Background: an optimization exercise with open tools, aiming at small area and a short achievable clock period. Do not read the settings as production practice.
Function was not checked in any run shown here: the RTL went through the layout flow alone.

--- flow/design.v ---
`timescale 1ns / 1ps
module lab4_2( 
              input wire      mode,
              input wire[2:0] opCode,
              input wire[3:0] value,
              input clk,
              input reset,
              output reg[9:0] result,
              output reg cacheFull,
              output reg invalidOp,
              output reg overflow);
	reg [223:0] cache;
	reg [5:0]   counter;
	reg [4:0]   PC;
	reg [3:0]   begin_PC;
	reg [9:0]   p1;           
	reg [6:0]   IR;           
	integer i, j;
	always @(posedge clk) begin
		for (i = 0; i < 32; i = i + 1)
			if (!counter[5] && counter[4:0] == i)
				cache[i*7 +: 7] <= {opCode, value};
	end
	wire [9:0] p0 = result;
	wire [2:0] op = IR[6:4];
	wire [3:0] v  = IR[3:0];
	wire is1 = op[0] & ~op[2];
	wire is2 = op[1] & ~op[2];
	wire ar  = ~op[2];
	wire [9:0] pp0 = p0 & {10{p1[0] | ~is2}};
	wire [9:0] r1  = is2 ? {p0[8:0] & {9{p1[1]}}, 1'b0} : (p1 & {10{is1}});
	wire [9:0] pp2 = p0 & {10{p1[2] & is2}};
	wire [9:0] pp3 = p0 & {10{p1[3] & is2}};
	wire [9:0] pp4 = p0 & {10{p1[4] & is2}};
	wire [9:0] pp5 = p0 & {10{p1[5] & is2}};
	wire [9:0] pp6 = p0 & {10{p1[6] & is2}};
	wire [9:0] pp7 = p0 & {10{p1[7] & is2}};
	wire [9:0] pp8 = p0 & {10{p1[8] & is2}};
	wire [9:0] pp9 = p0 & {10{p1[9] & is2}};
	wire t_s1;
	wire t_c2;
	wire t_s3;
	wire t_c4;
	wire t_s5;
	wire t_c6;
	wire t_s7;
	wire t_c8;
	wire t_s9;
	wire t_c10;
	wire t_s11;
	wire t_c12;
	wire t_s13;
	wire t_c14;
	wire t_s15;
	wire t_c16;
	wire t_s17;
	wire t_c18;
	wire t_s19;
	wire t_c20;
	wire t_s21;
	wire t_c22;
	wire t_s23;
	wire t_c24;
	wire t_s25;
	wire t_c26;
	wire t_s27;
	wire t_c28;
	wire t_s29;
	wire t_c30;
	wire t_s31;
	wire t_c32;
	wire t_s33;
	wire t_c34;
	wire t_s35;
	wire t_c36;
	wire t_s37;
	wire t_c38;
	wire t_s39;
	wire t_c40;
	wire t_s41;
	wire t_c42;
	wire t_s43;
	wire t_c44;
	wire t_s45;
	wire t_c46;
	wire t_s47;
	wire t_c48;
	wire t_s49;
	wire t_c50;
	wire t_s51;
	wire t_c52;
	wire t_s53;
	wire t_c54;
	wire t_s55;
	wire t_c56;
	wire t_s57;
	wire t_c58;
	wire t_s59;
	wire t_c60;
	wire t_s61;
	wire t_c62;
	wire t_s63;
	wire t_c64;
	wire t_s65;
	wire t_c66;
	wire t_s67;
	wire t_c68;
	wire t_s69;
	wire t_c70;
	wire t_s71;
	wire t_c72;
	wire t_s73;
	wire t_c74;
	wire t_s75;
	wire t_c76;
	wire t_s77;
	wire t_c78;
	wire t_s79;
	wire t_c80;
	assign t_s1 = pp0[9] ^ r1[9];
	assign t_c2 = pp0[9] & r1[9];
	assign t_s3 = pp0[6] ^ r1[6];
	assign t_c4 = pp0[6] & r1[6];
	assign t_s5 = pp0[7] ^ r1[7] ^ pp2[5];
	assign t_c6 = (pp0[7] & r1[7]) | (pp0[7] & pp2[5]) | (r1[7] & pp2[5]);
	assign t_s7 = pp3[4] ^ pp4[3];
	assign t_c8 = pp3[4] & pp4[3];
	assign t_s9 = pp0[8] ^ r1[8] ^ pp2[6];
	assign t_c10 = (pp0[8] & r1[8]) | (pp0[8] & pp2[6]) | (r1[8] & pp2[6]);
	assign t_s11 = pp3[5] ^ pp4[4] ^ pp5[3];
	assign t_c12 = (pp3[5] & pp4[4]) | (pp3[5] & pp5[3]) | (pp4[4] & pp5[3]);
	assign t_s13 = pp6[2] ^ pp7[1];
	assign t_c14 = pp6[2] & pp7[1];
	assign t_s15 = pp2[7] ^ pp3[6] ^ pp4[5];
	assign t_c16 = (pp2[7] & pp3[6]) | (pp2[7] & pp4[5]) | (pp3[6] & pp4[5]);
	assign t_s17 = pp5[4] ^ pp6[3] ^ pp7[2];
	assign t_c18 = (pp5[4] & pp6[3]) | (pp5[4] & pp7[2]) | (pp6[3] & pp7[2]);
	assign t_s19 = pp8[1] ^ pp9[0] ^ t_s1;
	assign t_c20 = (pp8[1] & pp9[0]) | (pp8[1] & t_s1) | (pp9[0] & t_s1);
	assign t_s21 = pp0[3] ^ r1[3];
	assign t_c22 = pp0[3] & r1[3];
	assign t_s23 = pp0[4] ^ r1[4] ^ pp2[2];
	assign t_c24 = (pp0[4] & r1[4]) | (pp0[4] & pp2[2]) | (r1[4] & pp2[2]);
	assign t_s25 = pp0[5] ^ r1[5] ^ pp2[3];
	assign t_c26 = (pp0[5] & r1[5]) | (pp0[5] & pp2[3]) | (r1[5] & pp2[3]);
	assign t_s27 = pp3[2] ^ pp4[1];
	assign t_c28 = pp3[2] & pp4[1];
	assign t_s29 = pp2[4] ^ pp3[3] ^ pp4[2];
	assign t_c30 = (pp2[4] & pp3[3]) | (pp2[4] & pp4[2]) | (pp3[3] & pp4[2]);
	assign t_s31 = pp5[1] ^ pp6[0] ^ t_s3;
	assign t_c32 = (pp5[1] & pp6[0]) | (pp5[1] & t_s3) | (pp6[0] & t_s3);
	assign t_s33 = pp5[2] ^ pp6[1] ^ pp7[0];
	assign t_c34 = (pp5[2] & pp6[1]) | (pp5[2] & pp7[0]) | (pp6[1] & pp7[0]);
	assign t_s35 = t_s5 ^ t_s7 ^ t_c4;
	assign t_c36 = (t_s5 & t_s7) | (t_s5 & t_c4) | (t_s7 & t_c4);
	assign t_s37 = pp8[0] ^ t_s9 ^ t_s11;
	assign t_c38 = (pp8[0] & t_s9) | (pp8[0] & t_s11) | (t_s9 & t_s11);
	assign t_s39 = t_s13 ^ t_c6 ^ t_c8;
	assign t_c40 = (t_s13 & t_c6) | (t_s13 & t_c8) | (t_c6 & t_c8);
	assign t_s41 = t_s15 ^ t_s17 ^ t_s19;
	assign t_c42 = (t_s15 & t_s17) | (t_s15 & t_s19) | (t_s17 & t_s19);
	assign t_s43 = t_c10 ^ t_c12 ^ t_c14;
	assign t_c44 = (t_c10 & t_c12) | (t_c10 & t_c14) | (t_c12 & t_c14);
	assign t_s45 = pp0[2] ^ r1[2];
	assign t_c46 = pp0[2] & r1[2];
	assign t_s47 = pp2[1] ^ pp3[0] ^ v[3];
	assign t_c48 = (pp2[1] & pp3[0]) | (pp2[1] & v[3]) | (pp3[0] & v[3]);
	assign t_s49 = pp3[1] ^ pp4[0] ^ t_s23;
	assign t_c50 = (pp3[1] & pp4[0]) | (pp3[1] & t_s23) | (pp4[0] & t_s23);
	assign t_s51 = pp5[0] ^ t_s25 ^ t_s27;
	assign t_c52 = (pp5[0] & t_s25) | (pp5[0] & t_s27) | (t_s25 & t_s27);
	assign t_s53 = t_s29 ^ t_s31 ^ t_c26;
	assign t_c54 = (t_s29 & t_s31) | (t_s29 & t_c26) | (t_s31 & t_c26);
	assign t_s55 = t_s33 ^ t_s35 ^ t_c30;
	assign t_c56 = (t_s33 & t_s35) | (t_s33 & t_c30) | (t_s35 & t_c30);
	assign t_s57 = t_s37 ^ t_s39 ^ t_c34;
	assign t_c58 = (t_s37 & t_s39) | (t_s37 & t_c34) | (t_s39 & t_c34);
	assign t_s59 = t_s41 ^ t_s43 ^ t_c38;
	assign t_c60 = (t_s41 & t_s43) | (t_s41 & t_c38) | (t_s43 & t_c38);
	assign t_s61 = pp0[0] ^ r1[0];
	assign t_c62 = pp0[0] & r1[0];
	assign t_s63 = pp0[1] ^ r1[1] ^ v[1];
	assign t_c64 = (pp0[1] & r1[1]) | (pp0[1] & v[1]) | (r1[1] & v[1]);
	assign t_s65 = pp2[0] ^ v[2] ^ t_s45;
	assign t_c66 = (pp2[0] & v[2]) | (pp2[0] & t_s45) | (v[2] & t_s45);
	assign t_s67 = t_s21 ^ t_s47 ^ t_c46;
	assign t_c68 = (t_s21 & t_s47) | (t_s21 & t_c46) | (t_s47 & t_c46);
	assign t_s69 = t_c22 ^ t_s49 ^ t_c48;
	assign t_c70 = (t_c22 & t_s49) | (t_c22 & t_c48) | (t_s49 & t_c48);
	assign t_s71 = t_c24 ^ t_s51 ^ t_c50;
	assign t_c72 = (t_c24 & t_s51) | (t_c24 & t_c50) | (t_s51 & t_c50);
	assign t_s73 = t_c28 ^ t_s53 ^ t_c52;
	assign t_c74 = (t_c28 & t_s53) | (t_c28 & t_c52) | (t_s53 & t_c52);
	assign t_s75 = t_c32 ^ t_s55 ^ t_c54;
	assign t_c76 = (t_c32 & t_s55) | (t_c32 & t_c54) | (t_s55 & t_c54);
	assign t_s77 = t_c36 ^ t_s57 ^ t_c56;
	assign t_c78 = (t_c36 & t_s57) | (t_c36 & t_c56) | (t_s57 & t_c56);
	assign t_s79 = t_c40 ^ t_s59 ^ t_c58;
	assign t_c80 = (t_c40 & t_s59) | (t_c40 & t_c58) | (t_s59 & t_c58);
	wire [9:0]  ra = {t_s79, t_s77, t_s75, t_s73, t_s71, t_s69, t_s67, t_s65, t_s63, v[0]};
	wire [9:0]  rb = {t_c78, t_c76, t_c74, t_c72, t_c70, t_c68, t_c66, t_c64, t_c62, t_s61};
	wire [10:0] S  = ra + rb;
	reg hi;
	always @* begin
		hi = 1'b0;
		for (i = 1; i < 10; i = i + 1)
			for (j = 10 - i; j < 10; j = j + 1)
				hi = hi | (p0[i] & p1[j]);
	end
	wire ovf = ar & (S[10] | t_c2 | t_c16 | t_c18 | t_c20 | t_c42 | t_c44 | t_c60 | t_c80 | (is2 & hi));
	reg [3:0] pop;
	always @* begin
		pop = 0;
		for (i = 0; i < 10; i = i + 1) pop = pop + p0[i];
	end
	wire [9:0] rev = {p0[0], p0[1], p0[2], p0[3], p0[4], p0[5], p0[6], p0[7], p0[8], p0[9]};
	reg [9:0] n;
	always @* begin
		case (op)
			3'd4:    n = {6'd0, pop};
			3'd5:    n = rev;
			3'd6:    n = p0;
			default: n = S[9:0];
		endcase
	end
	wire       is6    = op[2] & op[1];
	wire [3:0] nbegin = is6 ? v : begin_PC;
	wire [5:0] pc1    = PC + 1'b1;
	wire       wrap   = pc1 >= counter;
	wire [4:0] npc    = wrap ? {1'b0, nbegin} : pc1[4:0];
	wire       nvalid = ~wrap | ({2'b0, nbegin} < counter);
	wire [6:0] nent   = cache[npc*7 +: 7];
	always @(posedge clk or posedge reset) begin
		if (reset) begin
			result    <= 0;
			cacheFull <= 0;
			invalidOp <= 0;
			overflow  <= 0;
			counter   <= 0;
			PC        <= 0;
			begin_PC  <= 0;
			p1        <= 0;
			IR        <= 0;
		end else if (mode) begin
			result   <= n;
			overflow <= ovf;
			p1       <= p0;
			begin_PC <= nbegin;
			PC       <= npc;
			IR       <= nvalid ? nent : 7'd0;
		end else if (opCode[1:0] == 2'b11) begin
			invalidOp <= 1'b1;
		end else begin
			invalidOp <= 1'b0;
			if (counter[5]) cacheFull <= 1'b1;
			else begin
				counter <= counter + 1'b1;
				if ({1'b0, PC} == counter) IR <= {opCode, value};
			end
		end
	end
endmodule
--- flow/run.sh ---
#!/bin/bash
# synth_recipe.tcl (not shown) runs the flow's synth.tcl, then flattens the netlist and writes it again
# the make line also repeats each setting of config.mk as NAME=value (left out here)
make -C /OpenROAD-flow-scripts/flow DESIGN_CONFIG=/design/flow/config.mk WORK_HOME=/design/flow/orfs CLKGATE_MAP_FILE= SYNTH_SCRIPT=/design/flow/synth_recipe.tcl finish
--- flow/config.mk ---
export PLATFORM = sky130hd
export DESIGN_NAME = lab4_2
export DESIGN_NICKNAME = lab4_2
export VERILOG_FILES = /design/flow/design.v
export SDC_FILE = /design/flow/constraint.sdc
export NUM_CORES = 4
export LEC_CHECK = 0
export CAP_MARGIN = 20
export CORE_MARGIN = 2
export CORE_UTILIZATION = 40
export SLEW_MARGIN = 20
--- flow/constraint.sdc ---
create_clock -name core_clock -period 12.5 [get_ports {clk}]
set_input_delay 2.5000 -clock core_clock [delete_from_list [all_inputs] [get_ports {clk}]]
set_output_delay 2.5000 -clock core_clock [all_outputs]
set_load 0.01 [all_outputs]
==> impl_results.md, run 1 <==
* Crit path to: IR[0]
* Fill count at 3,046
* Register area share after synthesis at 0.586
* Post-Place Setup Slack at 7.39 ns
* Synthesized flop and latch total at 269
* Antenna Violating Nets Remaining at 0
* Diode count at 0
* Post-Route WL at approximately 32 mm
* DIE WIDTH at 187 µm
* Final setup TNS at 0 ns
* Final Hold Viols at 0
* Port bufs at 22
* CTS tree: done
* Final setup vio count at 0
* Largest net degree at the start of global routing at 63
* Final HPWL DP at 20.8 mm
* CP endpoint kind: flop
* Critical path's slowest cell: a32oi_2
* Unrepaired setup endpoints after global routing: no
* Final worst slack at 7.56 ns
* Critical path peak fanout at slightly above 60
* CTS H-tree lvls at 1
* Worst Path Buf+Inv at 1
* CP Depth at 12
* Site Rows at 67
* Gr ovfl total at 0
* Max cap viols at 0
* Relative slew slack at 0.339
* Multi-input gate area at between 0.005 and 0.006 mm²
* Final layout net count at 1,162
* Layout Skew at ~0.028 ns
* Die span in y at 187 µm
* Synth top area share at 0.502
* Post-CTS Setup Bufs at 0
* TritonRoute pass-1 iters at 6
* DRC Markers at 0
* Hold Path Class: flop to flop
* Initial Utilization at 0.403
* Status: complete, no violations
* CP Data Arrival Time at 5.40 ns
* Clk latency of the worst-skew pair at 0.57 ns
* Cells after synthesis at 1,065
* I/O Pins at 23
* Share of post-route cells with drive strength above 1 at 0.104
* Final cycle utilization of the critical path at 0.395
* Most frequent cells in the layout: edfxtp_1 (224), nand2_1 (139), inv_1 (66), nor2_1 (64), and3_1 (49)
* Worst R2R Start: PC[0]
* Antenna violations before repair at 0
* Critical path's top delay family: compound AO/OA/AOI/OAI gates
* Top_reg_cell synth: edfxtp_1
* Cell taking the most area after synthesis: edfxtp_1
* Clock slew at reported path FFs at around 0.070 ns
* Syn-to-layout area delta at 12.4%
* Root buf cell: clkbuf_16
* Global-route wire length before repair at between 50 and 60 mm
* Synth warnings at 1
* Slew @ Worst Pin at 0.992 ns
* Vias in the first global route at 8,343
* Worst r2r dst: IR[0]
* Minimum clock period at 4.94 ns
* CP startpoint kind: flop
* Req. time, crit path at between 10 and 15 ns
* Hold Buf Count CTS at 0
* Post-CTS Resized at 0
* Max incr delay on CP at 0.84 ns
* WS Path Type: flop to flop
* Critical path origin: PC[0]
* Most common cell after layout, fill and taps aside: edfxtp_1
* Vias per cell at roughly 5.5
* Synth area leaders: edfxtp_1 (50%), dfrtp_1 (8.4%), fa_1 (5.8%)
* Maximum clock insertion buffer count at 3
* Asr flop ratio synth at 0.167
* TritonCTS Buffers at 30
* Die area at 0.0350 mm²
* WHS at 0.455 ns
* Avg WL per Cell at 20.9 µm
* Synthesized area at around 0.013 mm²
* R2R Setup Slk at about 7.6 ns
* GRT Overall Usage at 0.185
* Depth of the worst register-to-register path at 12
* Vias at 8,471
* Cell variety after synth at 56
* Number of synthesized flops with an enable pin at 224
* Cell chain of the critical path: nand3_1 -> xnor2_1 -> ha_1 -> o2111ai_1 -> a32oi_2 -> mux2_4 -> buf_4 -> nand2_1 -> o22ai_1 -> nor3_1 -> a211o_1 -> o32a_1
* Max Freq at 203 MHz
* Seq. cell area at 0.00785 mm²
* Gpl congestion at 0.880
* Synth Net Count at 1,150
* TritonCTS Sinks at 269
* Core ar. at approximately 0.033 mm²
* Final Max Slew Viols at 0
* Initial drt markers at 857
* Mean Syn Cell Area at ~13 µm²
## how the worst min path moves through the flow
stage / startpoint / end / slack (ns) / cells past startpoint
floorplan: begin_PC[0] / begin_PC[0] / 0.47 / 1
global placement: cacheFull / cacheFull / 0.44 / 1
detailed placement: cacheFull / cacheFull / 0.45 / 1
CTS: cacheFull / cacheFull / 0.46 / 1
global route: cacheFull / cacheFull / 0.47 / 1
finish: cacheFull / cacheFull / 0.45 / 1
## synthesized netlist by cell type (6+ instances only)
cell type	instances
and2_1	7
mux2_2	47
and3_1	49
nand3_1	20
nor2b_1	7
dfrtp_1	45
o21ai_0	21
buf_2	23
a21oi_1	42
fa_1	39
o21bai_1	12
inv_1	67
xor2_1	6
a221oi_1	7
a311o_1	6
nor2_1	64
nand2b_1	7
clkbuf_1	30
nand2_1	139
a311oi_1	20
xnor2_1	12
mux2i_1	50
o22ai_1	14
a22o_1	8
edfxtp_1	224
ha_1	36
## registers in the layout (all words and copies together), names as in the netlist
register and count:
IR 7, PC 5, begin_PC 4, cache 224
cacheFull 1, counter 6, invalidOp 1, overflow 1
p1 10, result 10
## cells by family (layout without fill, tap and decap cells)
logic type / count (synthesis) / after routing / synth area share
xor gates and xnor gates: 18 / 18 / 0.0118
DFF: 269 / 269 / 0.586
and+or+nand+nor: 308 / 308 / 0.104
AOI/OAI and AO/OA: 171 / 171 / 0.0895
muxes: 98 / 98 / 0.0780
adders and majority gates: 75 / 75 / 0.0919
buffers and inverters: 126 / 162 / 0.0386
## area by class of cell
cell class,instances,share of cell area
sequential,269,0.522
multi-input combinational,670,0.337
clock buffer,36,0.0514
tap,448,0.0372
timing repair buffer,38,0.0223
inverter,68,0.0170
clock inverter,20,0.0137
## layer usage
metal	wire length (µm)	vias up	track usage	share of wire
met5	0	-	0	0
met2	14500	283	0.287	0.45
li1	-	3897	-	-
met1	15000	4237	0.274	0.47
met4	815	0	0.0479	0.025
met3	1980	54	0.0285	0.061
## metrics by stage
stage                     cells  instance area (µm²)   util
final                      1549                15100  0.452
after global routing       1549                15100  0.452
after CTS                  1549                15000  0.452
after detailed placement   1493                14100  0.423
after global placement     1493                14100  0.423
after floorplan            1065                13400      -
==> run 2, diff against run 1 <==
==> flow/flow/run.sh (new file) <==
#!/bin/bash
set -euo pipefail
bash standard.sh SETUP_SLACK_MARGIN=8.5 finish > standard.log 2>&1
==> flow/standard.sh (new file) <==
#!/bin/bash
# synth_recipe.tcl (not shown) runs the flow's synth.tcl, then flattens the netlist and writes it again
# the make line also repeats each setting of config.mk as NAME=value (left out here)
make -C /OpenROAD-flow-scripts/flow DESIGN_CONFIG=/design/flow/config.mk WORK_HOME=/design/flow/orfs CLKGATE_MAP_FILE= SYNTH_SCRIPT=/design/flow/synth_recipe.tcl "${@:-finish}"
removed: flow/run.sh
==> impl_results.md, run 2 <==
* CP Data Arrival Time at 4.58 ns (-0.82 ns)
* Asr flop ratio synth at 0.167 (unchanged)
* Syn-to-layout area delta at 18.8%
* Synthesized area at 0.0134 mm² (unchanged)
* Synthesized flop and latch total at 269 (unchanged)
* Relative slew slack at 0.432 (+0.0937)
* Slew @ Worst Pin at 0.850 ns (-0.142 ns)
* Final Max Slew Viols at 0 (unchanged)
* Global-route wire length before repair at 54.0 mm (+7.6%)
* Hold Path Class: flop to flop
* Cell taking the most area after synthesis: edfxtp_1
* TritonRoute pass-1 iters at 5 (-1)
* Initial drt markers at 848 (-1.1%)
* Port bufs at 22 (unchanged)
* Synth top area share at 0.502 (unchanged)
* Final cycle utilization of the critical path at 0.334 (-0.0612)
* Max cap viols at 0 (unchanged)
* Core ar. at 0.0333 mm² (unchanged)
* Mean Syn Cell Area at 12.6 µm² (unchanged)
* Synth area leaders: edfxtp_1 (50%), dfrtp_1 (8.4%), fa_1 (5.8%)
* Site Rows at 67 (unchanged)
* WHS at 0.473 ns (+0.0188 ns)
* Die area at 0.0350 mm² (unchanged)
* Clk latency of the worst-skew pair at 0.57 ns (about the same)
* Multi-input gate area at 0.00534 mm² (+5.3%)
* Vias per cell at 5.57 (+1.8%)
* Most frequent cell after synthesis: edfxtp_1
* Top_reg_cell synth: edfxtp_1
* Max FFs per register at 224 (unchanged)
* Synth warnings at 1 (unchanged)
* Maximum clock insertion buffer count at 3 (unchanged)
* TritonCTS Sinks at 269 (unchanged)
* Gr ovfl total at 0 (unchanged)
* Initial Utilization at 0.403 (unchanged)
* Final setup vio count at 0 (unchanged)
* Final Hold Viols at 0 (unchanged)
* CP startpoint kind: flop
* Register area share after synthesis at 0.586 (unchanged)
* Die span in y at 187 µm (unchanged)
* Antenna Violating Nets Remaining at 0 (unchanged)
* Antenna violations before repair at 0 (unchanged)
* Status: complete, no violations
* Number of synthesized flops with an enable pin at 224 (unchanged)
* Layout Skew at 0.0263 ns (-0.00142 ns)
* CP endpoint kind: flop
* Unrepaired setup endpoints after global routing: yes
* Top reg by flops: cache
* Share of post-route cells with drive strength above 1 at 0.190 (+0.0869)
* Req. time, crit path at 12.91 ns (-0.05 ns)
* Max Freq at 240 MHz (+18%)
* Final HPWL DP at 21.1 mm (+1.4%)
* Final setup TNS at 0 ns (unchanged)
* Clock slew at reported path FFs at 0.06 ns (about the same)
* Fill count at 2,963 (-2.7%)
* CTS H-tree lvls at 1 (unchanged)
* Largest net degree at the start of global routing at 63 (unchanged)
* DIE WIDTH at 187 µm (unchanged)
* Avg WL per Cell at 22.0 µm (+5.3%)
* Seq. cell area at 0.00787 mm² (+0.27%)
* Vias at 8,928 (+5.4%)
* Diode count at 0 (unchanged)
* Gpl congestion at 0.871 (-1.0%)
* CTS tree: done
* Synth Net Count at 1,150 (unchanged)
* WS Path Type: flop to flop
* Final core occ at 0.478 (+0.0258)
* Vias in the first global route at 8,694 (+4.2%)
* Largest regs: cache: 224 flops, p1: 10 flops, result: 10 flops
* Post-Route WL at 35.2 mm (+8.9%)
* Final layout net count at 1,218 (+4.8%)
* DRC Markers at 0 (unchanged)
* TritonCTS Buffers at 29 (-3.3%)
* Most frequent cells in the layout: edfxtp_1 (224), nand2_1 (138), nor2_1 (64), inv_1 (61), buf_4 (57)
* Minimum clock period at 4.17 ns (-0.765 ns)
* Cell variety after synth at 56 (unchanged)
* Cells after synthesis at 1,065 (unchanged)
* I/O Pins at 23 (unchanged)
* Most common cell after layout, fill and taps aside: edfxtp_1
* Root buf cell: clkbuf_16
* Synth cell count leaders: edfxtp_1 (224), nand2_1 (139), inv_1 (67)
* Critical path peak fanout at 4 (-94%)
* GRT Overall Usage at 0.199 (+0.0137)
[run 2: cell counts after synthesis]
Identical to the previous run, type by type.
[run 2: final timing paths]
path                       slack [ns]      start  depth (start not counted)         to
max                              8.33      IR[4]                         14  result[8]
min                              0.47  cacheFull                          1  cacheFull
max reg2reg                      8.33      IR[4]                         14  result[8]
min reg2reg                      0.47  cacheFull                          1  cacheFull
max in group asynchronous        9.51      reset                          2  result[1]
min in group asynchronous        2.41      reset                          2  cacheFull
[run 2: cells by family (layout without fill, tap and decap cells)]
family | count (synthesis) | after routing | share of synthesized area
AO/OA/AOI/OAI | 171 | 171 | 0.0895
AND/OR/NAND/NOR | 308 | 310 | 0.104
multiplexers | 98 | 99 | 0.0780
XOR/XNOR | 18 | 18 | 0.0118
flip-flops | 269 | 269 | 0.586
buffers and inverters | 126 | 213 | 0.0386
adder cells (fa/ha/maj) | 75 | 75 | 0.0919
[run 2: final cells by class]
cell class,instances,share of cell area
Clock buffer,38,0.0496
Clock inverter,15,0.0136
Inverter,68,0.0162
Multi-Input combinational cell,673,0.335
Sequential cell,269,0.495
Tap cell,448,0.0352
Timing Repair Buffer,92,0.0550
[run 2: per-layer routing]
layer | share of wire | GRT usage | vias up
met5 | 0 | 0 | -
met3 | 0.063 | 0.0242 | 59
met1 | 0.45 | 0.294 | 4502
li1 | - | - | 4022
met2 | 0.46 | 0.312 | 345
met4 | 0.028 | 0.0534 | 0
[run 2: metrics by stage]
| step | cells | setup slack (ns) | area (µm²) |
|---|---|---|---|
| after floorplan | 1065 | 8.36 | 13500 |
| after global placement | 1490 | 7.35 | 14100 |
| after detailed placement | 1490 | 7.30 | 14100 |
| after CTS | 1589 | 8.34 | 15700 |
| after global routing | 1603 | 8.19 | 15900 |
| final | 1603 | 8.33 | 15900 |
[run 2: timing repair]
action,in CTS,in global routing
buffers inserted,43,12
setup endpoints to repair,25,14
pin swaps,14,8
cloned,3,2
hold buffers,0,0
resized for setup,54,24
[run 2: critical path, cell delays in order, from the launching register on]
cell	delay [ns]
dfrtp_4	0.51
nor3b_4	0.19
buf_4	0.14
a22o_1	0.24
fa_1	0.51
fa_1	0.50
inv_1	0.05
fa_1	0.49
fa_1	0.52
inv_2	0.05
ha_4	0.25
a21oi_2	0.18
xnor2_1	0.10
a211oi_1	0.21
a21oi_1	0.06
==> run 3, diff against run 2 <==
==> flow/run.sh (new file) <==
#!/bin/bash
# synth_recipe.tcl (not shown) runs the flow's synth.tcl, then flattens the netlist and writes it again
# the make line also repeats each setting of config.mk as NAME=value (left out here)
make -C /OpenROAD-flow-scripts/flow DESIGN_CONFIG=/design/flow/config.mk WORK_HOME=/design/flow/orfs CLKGATE_MAP_FILE= SYNTH_SCRIPT=/design/flow/synth_recipe.tcl finish
--- a/flow/config.mk
+++ b/flow/config.mk
@@ -10,2 +10,4 @@
 export CORE_UTILIZATION = 40
+export CTS_BUF_LIST = sky130_fd_sc_hd__clkbuf_4
+export CTS_CLUSTER_SIZE = 30
 export SLEW_MARGIN = 20
removed: flow/flow/run.sh
removed: flow/standard.sh
==> impl_results.md, run 3 <==
* Hold Path Class: flop to flop
* Final setup TNS at 0 ns (unchanged)
* Post-Route WL at 32.7 mm (-7.1%)
* Cells after synthesis at 1,065 (unchanged)
* Register area share after synthesis at 0.586 (unchanged)
* Critical path peak fanout at 62 (+58)
* Largest net degree at the start of global routing at 63 (unchanged)
* Asr flop ratio synth at 0.167 (unchanged)
* Max cap viols at 0 (unchanged)
* Gpl congestion at 0.880 (+1.0%)
* TritonRoute pass-1 iters at 6 (+1)
* Final setup vio count at 0 (unchanged)
* Initial drt markers at 718 (-15%)
* Syn-to-layout area delta at 12.3%
* Root buf cell: clkbuf_4
* Slew @ Worst Pin at 0.985 ns (+0.135 ns)
* I/O Pins at 23 (unchanged)
* Final cycle utilization of the critical path at 0.392 (+0.0583)
* Synthesized flop and latch total at 269 (unchanged)
* Vias in the first global route at 8,736 (+0.48%)
* Site Rows at 67 (unchanged)
* Max FFs per register at 224 (unchanged)
* Vias per cell at 5.37 (-3.6%)
* DIE WIDTH at 187 µm (unchanged)
* Cell taking the most area after synthesis: edfxtp_1
* Synth warnings at 1 (unchanged)
* Status: complete, no violations
* Final Max Slew Viols at 0 (unchanged)
* Top_reg_cell synth: edfxtp_1
* CP endpoint kind: flop
* Most frequent cell after synthesis: edfxtp_1
* Relative slew slack at 0.343 (-0.0891)
* Most common cell after layout, fill and taps aside: edfxtp_1
* Core ar. at 0.0333 mm² (unchanged)
* Synth area leaders: edfxtp_1 (50%), dfrtp_1 (8.4%), fa_1 (5.8%)
* Clk latency of the worst-skew pair at 0.74 ns (+0.17 ns)
* CTS tree: done
* Unrepaired setup endpoints after global routing: no
* Most frequent cells in the layout: edfxtp_1 (224), nand2_1 (139), clkbuf_4 (108), inv_1 (66), nor2_1 (64)
* WS Path Type: flop to flop
* Hold Buf Count CTS at 0 (unchanged)
* TritonCTS Buffers at 75 (+160%)
* Mean Syn Cell Area at 12.6 µm² (unchanged)
* Fill count at 3,109 (+4.9%)
* Die area at 0.0350 mm² (unchanged)
* Antenna violations before repair at 1 (+1)
* Port bufs at 22 (unchanged)
* CP Data Arrival Time at 5.47 ns (+0.89 ns)
* Layout Skew at 0.0736 ns (+0.0474 ns)
* Synth Net Count at 1,150 (unchanged)
* Clock slew at reported path FFs at 0.07 ns (about the same)
* DRC Markers at 0 (unchanged)
* Number of synthesized flops with an enable pin at 224 (unchanged)
* Share of post-route cells with drive strength above 1 at 0.160 (-0.0303)
* CP startpoint kind: flop
* Final HPWL DP at 20.8 mm (-1.4%)
* Placed instance area at 0.0141 mm² (-0.16%)
* Final layout net count at 1,207 (-0.90%)
* Gr ovfl total at 0 (unchanged)
* CTS H-tree lvls at 3 (+2)
* Post-route cell area at 0.0150 mm² (-5.4%)
* Largest regs: cache: 224 flops, p1: 10 flops, result: 10 flops
* Final Hold Viols at 0 (unchanged)
* Synth top area share at 0.502 (unchanged)
* Cell variety after synth at 56 (unchanged)
* Die span in y at 187 µm (unchanged)
* Synthesized area at 0.0134 mm² (unchanged)
* Req. time, crit path at 13.07 ns (+0.16 ns)
* Maximum clock insertion buffer count at 3 (unchanged)
* Synth cell count leaders: edfxtp_1 (224), nand2_1 (139), inv_1 (67)
* Avg WL per Cell at 20.1 µm (-8.6%)
* Antenna Violating Nets Remaining at 0 (unchanged)
* Minimum clock period at 4.90 ns (+0.729 ns)
* Top reg by flops: cache
* Max Freq at 204 MHz (-15%)
* Global-route wire length before repair at 51.2 mm (-5.3%)
* TritonCTS Sinks at 269 (unchanged)
* Post-CTS Resized at 0 (-100%)
* Vias at 8,744 (-2.1%)
* Post-CTS Setup Bufs at 0 (-100%)
* Initial Utilization at 0.403 (unchanged)
* GRT Overall Usage at 0.190 (-0.00919)
run 3: metrics by stage:
step	setup slack [ns]	hold WS (ns)	std cells	utilization
floorplan	8.06	0.473	1065	-
global placement	7.51	0.444	1493	0.423
detailed placement	7.39	0.450	1493	0.423
CTS	7.43	0.461	1628	0.452
global route	7.24	0.468	1629	0.452
finish	7.60	0.456	1629	0.452
run 3: worst paths after layout:
kind / start / to / slack (ns) / cells after the start
setup reg to reg: PC[2] / IR[0] / 7.60 / 12
min in group asynchronous: reset / result[0] / 2.28 / 2
max in group asynchronous: reset / p1[0] / 9.64 / 2
hold / removal: cacheFull / cacheFull / 0.46 / 1
setup / recovery: PC[2] / IR[0] / 7.60 / 12
hold reg to reg: cacheFull / cacheFull / 0.46 / 1
run 3: kinds of logic after synthesis:
kind of cell | after synthesis | share of synthesized area
adders and majority gates | 75 | 0.0919
muxes | 98 | 0.0780
buffers and inverters | 126 | 0.0386
AOI/OAI and AO/OA | 171 | 0.0895
xor gates and xnor gates | 18 | 0.0118
DFF | 269 | 0.586
and+or+nand+nor | 308 | 0.104
run 3: layer usage:
layer	share of wire	track usage
met4	0.026	0.0668
met1	0.46	0.270
met2	0.45	0.290
met5	0	0
met3	0.066	0.0398
run 3: layout make-up:
| type | instances | area (µm²) | area share |
|---|---|---|---|
| Clock buffer | 108 | 811 | 0.0539 |
| Tap cell | 448 | 561 | 0.0373 |
| Sequential cell | 269 | 7850 | 0.522 |
| Antenna cell | 1 | 2.50 | 0.000166 |
| Clock inverter | 27 | 160 | 0.0106 |
| Multi-Input combinational cell | 670 | 5070 | 0.337 |
| Inverter | 68 | 256 | 0.0170 |
| Timing Repair Buffer | 38 | 335 | 0.0223 |
run 3: critical path, cell delays in order, from the launching register on:
cell,delay [ns]
dfrtp_1,0.44
nand3_1,0.14
xnor2_1,0.42
ha_1,0.22
o2111ai_1,0.12
a32oi_2,0.84
mux2_4,0.65
buf_4,0.68
nand2_1,0.31
o22ai_1,0.21
nor3_1,0.10
a211o_1,0.27
o32a_1,0.29
==> run 4, diff against run 3 <==
--- a/flow/config.mk
+++ b/flow/config.mk
@@ -10,4 +10,4 @@
 export CORE_UTILIZATION = 40
-export CTS_BUF_LIST = sky130_fd_sc_hd__clkbuf_4
-export CTS_CLUSTER_SIZE = 30
+export CTS_CLUSTER_DIAMETER = 100
+export CTS_CLUSTER_SIZE = 24
 export SLEW_MARGIN = 20
==> impl_results.md, run 4 <==
* Status: complete, no violations
* Synth area leaders: edfxtp_1 (50%), dfrtp_1 (8.4%), fa_1 (5.8%)
* Share of post-route cells with drive strength above 1 at 0.0850 (-0.0752)
* Core ar. at 0.0333 mm² (unchanged)
* Cell taking the most area after synthesis: edfxtp_1
* Final HPWL DP at 20.8 mm (unchanged)
* Cells after DPL at 1,493 (unchanged)
* Post-Route WL at 31.9 mm (-2.5%)
* Final layout net count at 1,147 (-5.0%)
* Initial drt markers at 807 (+12%)
* Clk latency of the worst-skew pair at 0.51 ns (-0.23 ns)
* Die span in y at 187 µm (unchanged)
* Largest family of logic cells by synthesized area: simple AND/OR/NAND/NOR gates
* TritonRoute pass-1 iters at 5 (-1)
* Max cap viols at 0 (unchanged)
* Synthesized flop and latch total at 269 (unchanged)
* Final cycle utilization of the critical path at 0.393 (+0.000457)
* Vias at 8,360 (-4.4%)
* Max Freq at 204 MHz (-0.12%)
* Maximum clock insertion buffer count at 3 (unchanged)
* Antenna violations before repair at 0 (-1)
* Minimum clock period at 4.91 ns (+0.00571 ns)
* Mean Syn Cell Area at 12.6 µm² (unchanged)
* Synth top area share at 0.502 (unchanged)
* Post-route insts no fill at 1,519 (-6.8%)
* CTS H-tree lvls at 1 (-2)
* Gpl congestion at 0.880 (unchanged)
* Number of synthesized flops with an enable pin at 224 (unchanged)
* CP startpoint kind: flop
* Post-CTS Resized at 0 (unchanged)
* Post-synthesis mux area share at 0.0780 (unchanged)
* Area share of fa/ha/maj cells after synthesis at 0.0919 (unchanged)
* Unrepaired setup endpoints after global routing: no
* Final Max Slew Viols at 0 (unchanged)
* Most frequent cell after synthesis: edfxtp_1
* Synth Net Count at 1,150 (unchanged)
* I/O Pins at 23 (unchanged)
* CP endpoint kind: flop
* Site Rows at 67 (unchanged)
* GRT Overall Usage at 0.184 (-0.00608)
* Antenna Violating Nets Remaining at 0 (unchanged)
* DIE WIDTH at 187 µm (unchanged)
* Post-Synth Simple-Gate Area at 0.104 (unchanged)
* Final setup TNS at 0 ns (unchanged)
* Multi-input gate area at 0.00507 mm² (unchanged)
* Cells after synthesis at 1,065 (unchanged)
* Largest net degree at the start of global routing at 63 (unchanged)
* Slew @ Worst Pin at 0.964 ns (-0.0210 ns)
* Placed instance area at 0.0141 mm² (unchanged)
* Synth warnings at 1 (unchanged)
* Largest regs: cache: 224 flops, p1: 10 flops, result: 10 flops
* R2R Setup Slk at 7.59 ns (about the same)
* Syn-to-layout area delta at 8.32%
* Post-route cell area at 0.0145 mm² (-3.6%)
* Critical path peak fanout at 62 (unchanged)
* Most frequent cells in the layout: edfxtp_1 (224), nand2_1 (139), inv_1 (66), nor2_1 (64), and3_1 (49)
* Vias in the first global route at 8,162 (-6.6%)
* Hold Path Class: flop to flop
* Max FFs per register at 224 (unchanged)
* XOR/XNOR Fraction of Synth Area at 0.0118 (unchanged)
* CP Data Arrival Time at 5.31 ns (-0.16 ns)
* Synth cell count leaders: edfxtp_1 (224), nand2_1 (139), inv_1 (67)
* Diode count at 0 (-1)
* Top reg by flops: cache
* Cell variety after synth at 56 (unchanged)
* CTS tree: done
* Layout Skew at 0.0268 ns (-0.0468 ns)
* Port bufs at 22 (unchanged)
* Initial Utilization at 0.403 (unchanged)
* Synthesized area at 0.0134 mm² (unchanged)
* Synth Area in Compound Gates at 0.0895 (unchanged)
* Gr ovfl total at 0 (unchanged)
* Most common cell after layout, fill and taps aside: edfxtp_1
* Register area share after synthesis at 0.586 (unchanged)
* Hold Buf Count CTS at 0 (unchanged)
* WS Path Type: flop to flop
* Top_reg_cell synth: edfxtp_1
* Final setup vio count at 0 (unchanged)
* Post-CTS Setup Bufs at 0 (unchanged)
* Die area at 0.0350 mm² (unchanged)
* Avg WL per Cell at 21.0 µm (+4.5%)
* Final Hold Viols at 0 (unchanged)
* Asr flop ratio synth at 0.167 (unchanged)
* Vias per cell at 5.50 (+2.5%)
* Fill count at 3,097 (-0.39%)
* DRC Markers at 0 (unchanged)
* Req. time, crit path at 12.91 ns (-0.16 ns)
* Global-route wire length before repair at 49.8 mm (-2.6%)
* TritonCTS Sinks at 269 (unchanged)
* Seq. cell area at 0.00785 mm² (unchanged)
* Root buf cell: clkbuf_16
* Clock slew at reported path FFs at 0.10 ns (+0.03 ns)
* Relative slew slack at 0.357 (+0.0140)
* TritonCTS Buffers at 15 (-80%)
-- run 4: worst paths after layout --
check,start,to,cells after the start
max in group asynchronous,reset,p1[4],2
min in group asynchronous,reset,cacheFull,2
worst max register to register,PC[0],IR[6],12
worst max-delay path,PC[0],IR[6],12
worst min register to register,cacheFull,cacheFull,1
worst min-delay path,cacheFull,cacheFull,1
-- run 4: through the flow --
step | worst slack, ns | hold WS (ns) | utilization
after floorplan | 8.06 | 0.473 | -
after global placement | 7.51 | 0.444 | 0.423
after detailed placement | 7.39 | 0.450 | 0.423
after CTS | 7.36 | 0.472 | 0.436
after global routing | 7.24 | 0.479 | 0.436
final | 7.59 | 0.465 | 0.436
-- run 4: cells by family (layout without fill, tap and decap cells) --
group / Yosys count / count (layout)
buf+inv: 126 / 132
compound gates: 171 / 171
xor+xnor: 18 / 18
mux: 98 / 98
fa+ha+maj: 75 / 75
simple gates: 308 / 308
flops: 269 / 269
-- run 4: cell type report --
| class | instances | area share |
|---|---|---|
| Inverter | 68 | 0.0177 |
| Multi-Input combinational cell | 670 | 0.349 |
| Timing Repair Buffer | 38 | 0.0231 |
| Sequential cell | 269 | 0.541 |
| Tap cell | 448 | 0.0386 |
| Clock buffer | 23 | 0.0279 |
| Clock inverter | 3 | 0.00233 |
-- run 4: layer usage --
layer	wire length, µm	up-vias	track usage
met5	0	-	0
met4	710	0	0.0412
met3	1770	44	0.0270
met2	14400	269	0.287
met1	14900	4199	0.273
li1	-	3848	-
-- run 4: critical path, stage by stage (launching register included) --
cell and delay [ns]:
dfrtp_1 0.48, nand3_1 0.15, xnor2_1 0.42, ha_1 0.21, o2111ai_1 0.13, a32oi_2 0.83
mux2_4 0.65, buf_4 0.68, mux2i_1 0.27, mux2i_1 0.12, a211o_1 0.35, and4_1 0.18
o32a_1 0.27
==> run 5, diff against run 4 <==
--- a/flow/config.mk
+++ b/flow/config.mk
@@ -9,5 +9,5 @@
 export CORE_MARGIN = 2
-export CORE_UTILIZATION = 40
-export CTS_CLUSTER_DIAMETER = 100
-export CTS_CLUSTER_SIZE = 24
+export CORE_UTILIZATION = 60
+export CTS_BUF_LIST = sky130_fd_sc_hd__clkbuf_8
+export CTS_CLUSTER_SIZE = 40
 export SLEW_MARGIN = 20
==> impl_results.md, run 5 <==
* Status: complete, no violations
* Most frequent cells in the layout: edfxtp_1 (224), nand2_1 (139), inv_1 (79), nor2_1 (64), and3_1 (49)
* Avg WL per Cell at 23.0 µm (+9.7%)
* I/O Pins at 23 (unchanged)
* GRT Overall Usage at 0.280 (+0.0962)
* CP endpoint kind: flop
* Global-route wire length before repair at 50.0 mm (+0.33%)
* Maximum clock insertion buffer count at 3 (unchanged)
* Top_reg_cell synth: edfxtp_1
* Worst R2R Start: PC[0]
* Die area at 0.0235 mm² (-33%)
* Cells after synthesis at 1,065 (unchanged)
* Core ar. at 0.0219 mm² (-34%)
* DIE WIDTH at 153 µm (-18%)
* Most common cell after layout, fill and taps aside: edfxtp_1
* Syn-to-layout area delta at 10.1%
* Die span in y at 153 µm (-18%)
* Mean Syn Cell Area at 12.6 µm² (unchanged)
* Final cycle utilization of the critical path at 0.393 (about the same)
* Max Freq at 204 MHz (about the same)
* Vias at 8,583 (+2.7%)
* Site Rows at 54 (-19%)
* Hold Buf Count CTS at 0 (unchanged)
* Req. time, crit path at 12.94 ns (+0.03 ns)
* Clock slew at reported path FFs at 0.06 ns (-0.04 ns)
* Final setup vio count at 0 (unchanged)
* Largest regs: cache: 224 flops, p1: 10 flops, result: 10 flops
* Initial Utilization at 0.612 (+0.209)
* Synth cell count leaders: edfxtp_1 (224), nand2_1 (139), inv_1 (67)
* TritonCTS Sinks at 269 (unchanged)
* Most frequent cell after synthesis: edfxtp_1
* Cells after DPL at 1,325 (-11%)
* Number of synthesized flops with an enable pin at 224 (unchanged)
* Critical path origin: PC[0]
* Synthesized flop and latch total at 269 (unchanged)
* Antenna violations before repair at 0 (unchanged)
* CTS tree: done
* Top reg by flops: cache
* Post-Place Setup Slack at 7.45 ns (+0.0638 ns)
* Cell taking the most area after synthesis: edfxtp_1
* Clk latency of the worst-skew pair at 0.56 ns (+0.05 ns)
* Share of post-route cells with drive strength above 1 at 0.118 (+0.0329)
* Final worst slack at 7.59 ns (+0.000470 ns)
* Vias in the first global route at 8,313 (+1.9%)
* Initial drt markers at 771 (-4.5%)
* Cell variety after synth at 56 (unchanged)
* Minimum clock period at 4.91 ns (-0.000470 ns)
* Gr ovfl total at 0 (unchanged)
* Synth top area share at 0.502 (unchanged)
* Critical path peak fanout at 62 (unchanged)
* Layout Skew at 0.0214 ns (-0.00539 ns)
* Slew @ Worst Pin at 0.915 ns (-0.0495 ns)
* Fill count at 1,626 (-47%)
* Post-CTS Resized at 0 (unchanged)
* Final setup TNS at 0 ns (unchanged)
* DRC Markers at 0 (unchanged)
* CP startpoint kind: flop
* Hold Startpoint: cacheFull
* Largest net degree at the start of global routing at 63 (unchanged)
* CTS H-tree lvls at 2 (+1)
* Synth warnings at 1 (unchanged)
* Final layout net count at 1,178 (+2.7%)
* Post-Route WL at 32.4 mm (+1.7%)
* Final HPWL DP at 21.1 mm (+1.7%)
* Register area share after synthesis at 0.586 (unchanged)
* Asr flop ratio synth at 0.167 (unchanged)
* Final Max Slew Viols at 0 (unchanged)
* Relative slew slack at 0.390 (+0.0330)
* TritonCTS Buffers at 46 (+31)
* Gpl congestion at 0.938 (+6.5%)
* CP Data Arrival Time at 5.35 ns (+0.04 ns)
* Post-CTS Setup Bufs at 0 (unchanged)
* TritonRoute pass-1 iters at 5 (unchanged)
* Unrepaired setup endpoints after global routing: no
* Max cap viols at 0 (unchanged)
* Max FFs per register at 224 (unchanged)
* Synth area leaders: edfxtp_1 (50%), dfrtp_1 (8.4%), fa_1 (5.8%)
* Vias per cell at 6.10 (+11%)
* Synthesized area at 0.0134 mm² (unchanged)
* Root buf cell: clkbuf_8
* Diode count at 0 (unchanged)
* Antenna Violating Nets Remaining at 0 (unchanged)
* Post-route insts no fill at 1,408 (-7.3%)
* Hold Path Class: flop to flop
* Synth Net Count at 1,150 (unchanged)
* Final Hold Viols at 0 (unchanged)
* WS Path Type: flop to flop
* Port bufs at 22 (unchanged)
-- run 5: cell counts after synthesis --
No cell type changed its count.
-- run 5: area by class of cell --
type / instances / area (µm²) / area share
Sequential cell: 269 / 7850 / 0.532
Multi-Input combinational cell: 670 / 5070 / 0.344
Clock buffer: 48 / 661 / 0.0448
Tap cell: 280 / 350 / 0.0237
Timing Repair Buffer: 38 / 335 / 0.0227
Inverter: 68 / 256 / 0.0174
Clock inverter: 35 / 228 / 0.0154
-- run 5: layer usage --
metal	global-route usage	share of wire
met4	0.0926	0.027
met2	0.418	0.45
met5	0	0
met1	0.415	0.44
met3	0.0610	0.078
-- run 5: logic make-up after synthesis --
kind of cell | share of synthesized area
AND/OR/NAND/NOR | 0.104
flip-flops | 0.586
AO/OA/AOI/OAI | 0.0895
buffers and inverters | 0.0386
multiplexers | 0.0780
adder cells (fa/ha/maj) | 0.0919
XOR/XNOR | 0.0118
-- run 5: per-stage QoR --
stage          instance area (µm²)  hold slack (ns)  utilization
6_report                     14800            0.463        0.674
5_1_grt                      14800            0.479        0.674
4_1_cts                      14700            0.469        0.674
3_5_place_dp                 13900            0.459        0.633
3_3_place_gp                 13900            0.442        0.633
2_1_floorplan                13400            0.473            -
-- run 5: critical path, cell delays in order, from the launching register on --
cell and delay (ns):
dfrtp_1 0.46, nand3_1 0.15, xnor2_1 0.40, ha_1 0.21
o2111ai_1 0.12, a32oi_2 0.79, mux2_4 0.56, buf_4 0.71
mux2i_1 0.27, mux2i_1 0.10, mux2_2 0.32, a211o_1 0.33
o32a_1 0.29
-- run 5: worst paths after layout --
path,end,slack (ns),cells past startpoint
worst max-delay path,IR[0],7.59,12
worst min-delay path,cacheFull,0.46,1
worst max register to register,IR[0],7.59,12
worst min register to register,cacheFull,0.46,1
max in group asynchronous,p1[4],9.52,2
min in group asynchronous,cacheFull,2.42,2
==> run 6, diff against run 5 <==
==> flow/flow/run.sh (new file) <==
#!/bin/bash
# Standard layout with two changes to how it is made:
#  - timing repair is asked for more setup margin than the clock period
#    needs, so it keeps shortening the worst paths;
#  - the port buffers are buf_4 cells (every port still gets its buffer).
set -euo pipefail
bash standard.sh SETUP_SLACK_MARGIN=9 \
  "BUFFER_PORTS_ARGS=-buffer_cell sky130_fd_sc_hd__buf_4" finish > standard.log 2>&1
==> flow/standard.sh (new file) <==
#!/bin/bash
# synth_recipe.tcl (not shown) runs the flow's synth.tcl, then flattens the netlist and writes it again
# the make line also repeats each setting of config.mk as NAME=value (left out here)
make -C /OpenROAD-flow-scripts/flow DESIGN_CONFIG=/design/flow/config.mk WORK_HOME=/design/flow/orfs CLKGATE_MAP_FILE= SYNTH_SCRIPT=/design/flow/synth_recipe.tcl "${@:-finish}"
--- a/flow/config.mk
+++ b/flow/config.mk
@@ -9,5 +9,5 @@
 export CORE_MARGIN = 2
-export CORE_UTILIZATION = 60
-export CTS_BUF_LIST = sky130_fd_sc_hd__clkbuf_8
-export CTS_CLUSTER_SIZE = 40
+export CORE_UTILIZATION = 40
+export CTS_CLUSTER_DIAMETER = 100
+export CTS_CLUSTER_SIZE = 24
 export SLEW_MARGIN = 20
removed: flow/run.sh
==> impl_results.md, run 6 <==
* Status: complete, no violations
* Layout Skew at 0.0288 ns (+0.00740 ns)
* Hold Startpoint: cacheFull
* GRT Overall Usage at 0.203 (-0.0767)
* Cell mode on critical path: fa_1
* Synthesized flop and latch total at 269 (unchanged)
* WS Path Type: flop to flop
* CP endpoint kind: flop
* Final Max Slew Viols at 0 (unchanged)
* Max cap viols at 0 (unchanged)
* Syn-to-layout area delta at 18.7%
* Fill count at 2,919 (+80%)
* Maximum clock insertion buffer count at 3 (unchanged)
* Number of synthesized flops with an enable pin at 224 (unchanged)
* CP startpoint kind: flop
* Die area at 0.0350 mm² (+49%)
* Max Freq at 232 MHz (+14%)
* Initial drt markers at 744 (-3.5%)
* Largest regs: cache: 224 flops, p1: 10 flops, result: 10 flops
* Most common cell after layout, fill and taps aside: edfxtp_1
* Clock slew at reported path FFs at 0.10 ns (+0.04 ns)
* Most frequent cell after synthesis: edfxtp_1
* Hold Buf Count CTS at 0 (unchanged)
* Cell taking the most area after synthesis: edfxtp_1
* Most frequent cells in the layout: edfxtp_1 (224), nand2_1 (132), buf_4 (68), nor2_1 (63), inv_1 (58)
* Final setup vio count at 0 (unchanged)
* Die span in y at 187 µm (+22%)
* Final HPWL DP at 21.3 mm (+0.65%)
* Max FFs per register at 224 (unchanged)
* Largest net degree at the start of global routing at 45 (-29%)
* Worst r2r dst: result[9]
* CTS tree: done
* WHS at 0.498 ns (+0.0353 ns)
* Vias in the first global route at 8,769 (+5.5%)
* Site Rows at 67 (+24%)
* Minimum clock period at 4.30 ns (-0.602 ns)
* Critical path peak fanout at 4 (-94%)
* Global-route wire length before repair at 54.8 mm (+9.6%)
* Top reg by flops: cache
* Vias per cell at 5.64 (-7.4%)
* Synth warnings at 1 (unchanged)
* Req. time, crit path at 12.91 ns (-0.03 ns)
* Synth top area share at 0.502 (unchanged)
* Avg WL per Cell at 22.9 µm (-0.44%)
* Port bufs at 22 (unchanged)
* Gpl congestion at 0.910 (-2.9%)
* Final layout net count at 1,223 (+3.8%)
* Asr flop ratio synth at 0.167 (unchanged)
* Cells after synthesis at 1,065 (unchanged)
* Relative slew slack at 0.433 (+0.0426)
* Share of post-route cells with drive strength above 1 at 0.248 (+0.130)
* Gr ovfl total at 0 (unchanged)
* Core ar. at 0.0333 mm² (+52%)
* Synth Net Count at 1,150 (unchanged)
* Placed instance area at 0.0140 mm² (+1.2%)
* Clk latency of the worst-skew pair at 0.50 ns (-0.06 ns)
* Root buf cell: clkbuf_16
* Max incr delay on CP at 0.50 ns (-0.29 ns)
* TritonCTS Buffers at 15 (-67%)
* Register area share after synthesis at 0.586 (unchanged)
* Worst R2R Start: IR[5]
* Crit path to: result[9]
* Unrepaired setup endpoints after global routing: yes
* Mean Syn Cell Area at 12.6 µm² (unchanged)
* Post-route cell area at 0.0159 mm² (+7.8%)
* Final setup TNS at 0 ns (unchanged)
* Synth area leaders: edfxtp_1 (50%), dfrtp_1 (8.4%), fa_1 (5.8%)
* Slew @ Worst Pin at 0.848 ns (-0.0670 ns)
* CP Data Arrival Time at 4.71 ns (-0.64 ns)
* R2R Setup Slk at 8.20 ns (+0.60 ns)
* Antenna Violating Nets Remaining at 0 (unchanged)
* Critical path's slowest cell: fa_1
* Vias at 8,990 (+4.7%)
* Critical path origin: IR[5]
* CTS H-tree lvls at 1 (-1)
* Depth of the worst register-to-register path at 16 (+4)
* Cell variety after synth at 56 (unchanged)
* Final Hold Viols at 0 (unchanged)
* TritonRoute pass-1 iters at 5 (unchanged)
* Hold Path Class: flop to flop
* TritonCTS Sinks at 269 (unchanged)
* Top_reg_cell synth: edfxtp_1
* Final cycle utilization of the critical path at 0.344 (-0.0481)
* I/O Pins at 23 (unchanged)
* Diode count at 0 (unchanged)
* DRC Markers at 0 (unchanged)
* Post-Route WL at 36.5 mm (+13%)
* Antenna violations before repair at 0 (unchanged)
* Synth cell count leaders: edfxtp_1 (224), nand2_1 (139), inv_1 (67)
* DIE WIDTH at 187 µm (+22%)
* Initial Utilization at 0.403 (-0.209)
* Cell chain of the critical path: nor2b_4 -> buf_12 -> and2_4 -> buf_4 -> a22o_4 -> ha_4 -> fa_1 -> fa_1 -> fa_1 -> inv_1 -> fa_1 -> inv_2 -> ha_4 -> and3_4 -> o21ai_1 -> a22oi_1
* Synthesized area at 0.0134 mm² (unchanged)
run 6: cell types whose count changed in the layout (fill, tap and decap cells not counted), sizes merged, moves of 2 or more:
cell           delta
buf              +92
clkbuf           -26
clkdlybuf4s50    -21
clkinv           -18
inv              -13
bufinv            -3
bufbuf            +2
clkinvlp          +2
run 6: worst min-delay path by stage:
stage / to / slack (ns) / cells after the start
6_report: cacheFull / 0.50 / 1
2_1_floorplan: begin_PC[0] / 0.47 / 1
3_3_place_gp: cacheFull / 0.45 / 1
5_1_grt: cacheFull / 0.51 / 1
3_5_place_dp: cacheFull / 0.46 / 1
4_1_cts: cacheFull / 0.50 / 1
run 6: cells by family (layout without fill, tap and decap cells):
family	after synthesis	in the layout	synth area share
mux	98	99	0.0780
xor+xnor	18	18	0.0118
fa+ha+maj	75	75	0.0919
flops	269	269	0.586
buf+inv	126	204	0.0386
compound gates	171	171	0.0895
simple gates	308	309	0.104
run 6: layout make-up:
class | count | area [µm²] | share of cell area
clock buffer | 21 | 398 | 0.0250
timing repair buffer | 112 | 1200 | 0.0753
tap | 448 | 561 | 0.0353
sequential | 269 | 7880 | 0.495
multi-input combinational | 672 | 5580 | 0.351
clock inverter | 3 | 23.8 | 0.00150
inverter | 68 | 260 | 0.0164
run 6: worst max-delay path: cells and delay by family, from the launching register on:
family	cells	cell delay (ns)
AND/OR/NAND/NOR	3	0.49
buffers and inverters	4	0.36
flip-flops	1	0.46
adder cells (fa/ha/maj)	6	2.45
AO/OA/AOI/OAI	3	0.45
run 6: metal layers:
layer	vias to the layer above	track usage	part of all wire
met5	-	0	0
met4	0	0.0482	0.025
met3	59	0.0341	0.076
met2	375	0.324	0.46
met1	4550	0.292	0.44
li1	4006	-	-
run 6: metrics by stage:
stage | utilization | worst slack, ns | cells
after global routing | 0.478 | 8.06 | 1593
after detailed placement | 0.421 | 7.59 | 1484
after global placement | 0.421 | 7.65 | 1483
after floorplan | - | 8.36 | 1065
after CTS | 0.466 | 8.24 | 1573
final | 0.478 | 8.20 | 1593
run 6: repair_timing:
action | CTS | global route
setup buffers | 59 | 19
resized for setup | 104 | 59
hold endpoints to repair | 0 | 0
gates cloned | 6 | 1
endpoints found under the setup margin | 31 | 29
pin swaps | 43 | 49

[what the ideal ports hide]
Ports are ideal in the flow. The routed layouts listed here were re-timed in OpenROAD. Step 1 assumes that a clkbuf_16 drives the clock port and a buf_2 every other input. Step 2 adds t to the input delays and takes it off the output delays; t is the mean of the earliest and latest rising clock arrival at the registers after step 1. Input paths then give back, and output paths get back, about the clock's delay inside the block. a / b / c = no drivers / after step 1 / after step 2; a / b = the first two.
| run | t, ns | setup slack, ns | worst hold slack (ns) | clock arrival spread, ns | pins driven straight from the clock port |
|---|---|---|---|---|---|
| run 1 | 0.612 | 7.562 / 7.562 / 7.562 | 0.455 / 0.455 / 0.455 | 0.028 / 0.028 | 1 |
| run 2 | 0.610 | 8.328 / 8.328 / 8.111 | 0.473 / 0.473 / 0.473 | 0.028 / 0.028 | 1 |
| run 3 | 0.733 | 7.599 / 7.599 / 7.599 | 0.456 / 0.456 / 0.456 | 0.093 / 0.093 | 1 |
| run 4 | 0.549 | 7.593 / 7.593 / 7.593 | 0.465 / 0.465 / 0.465 | 0.028 / 0.028 | 1 |
| run 5 | 0.587 | 7.594 / 7.594 / 7.594 | 0.463 / 0.463 / 0.463 | 0.026 / 0.026 | 1 |
| run 6 | 0.542 | 8.195 / 8.195 / 8.195 | 0.498 / 0.498 / 0.498 | 0.029 / 0.029 | 1 |
After both steps every run listed still meets setup and hold. For run 2, which loses most, drivers alone change the setup slack by 0.000 ns; drivers and shift together by -0.217 ns.
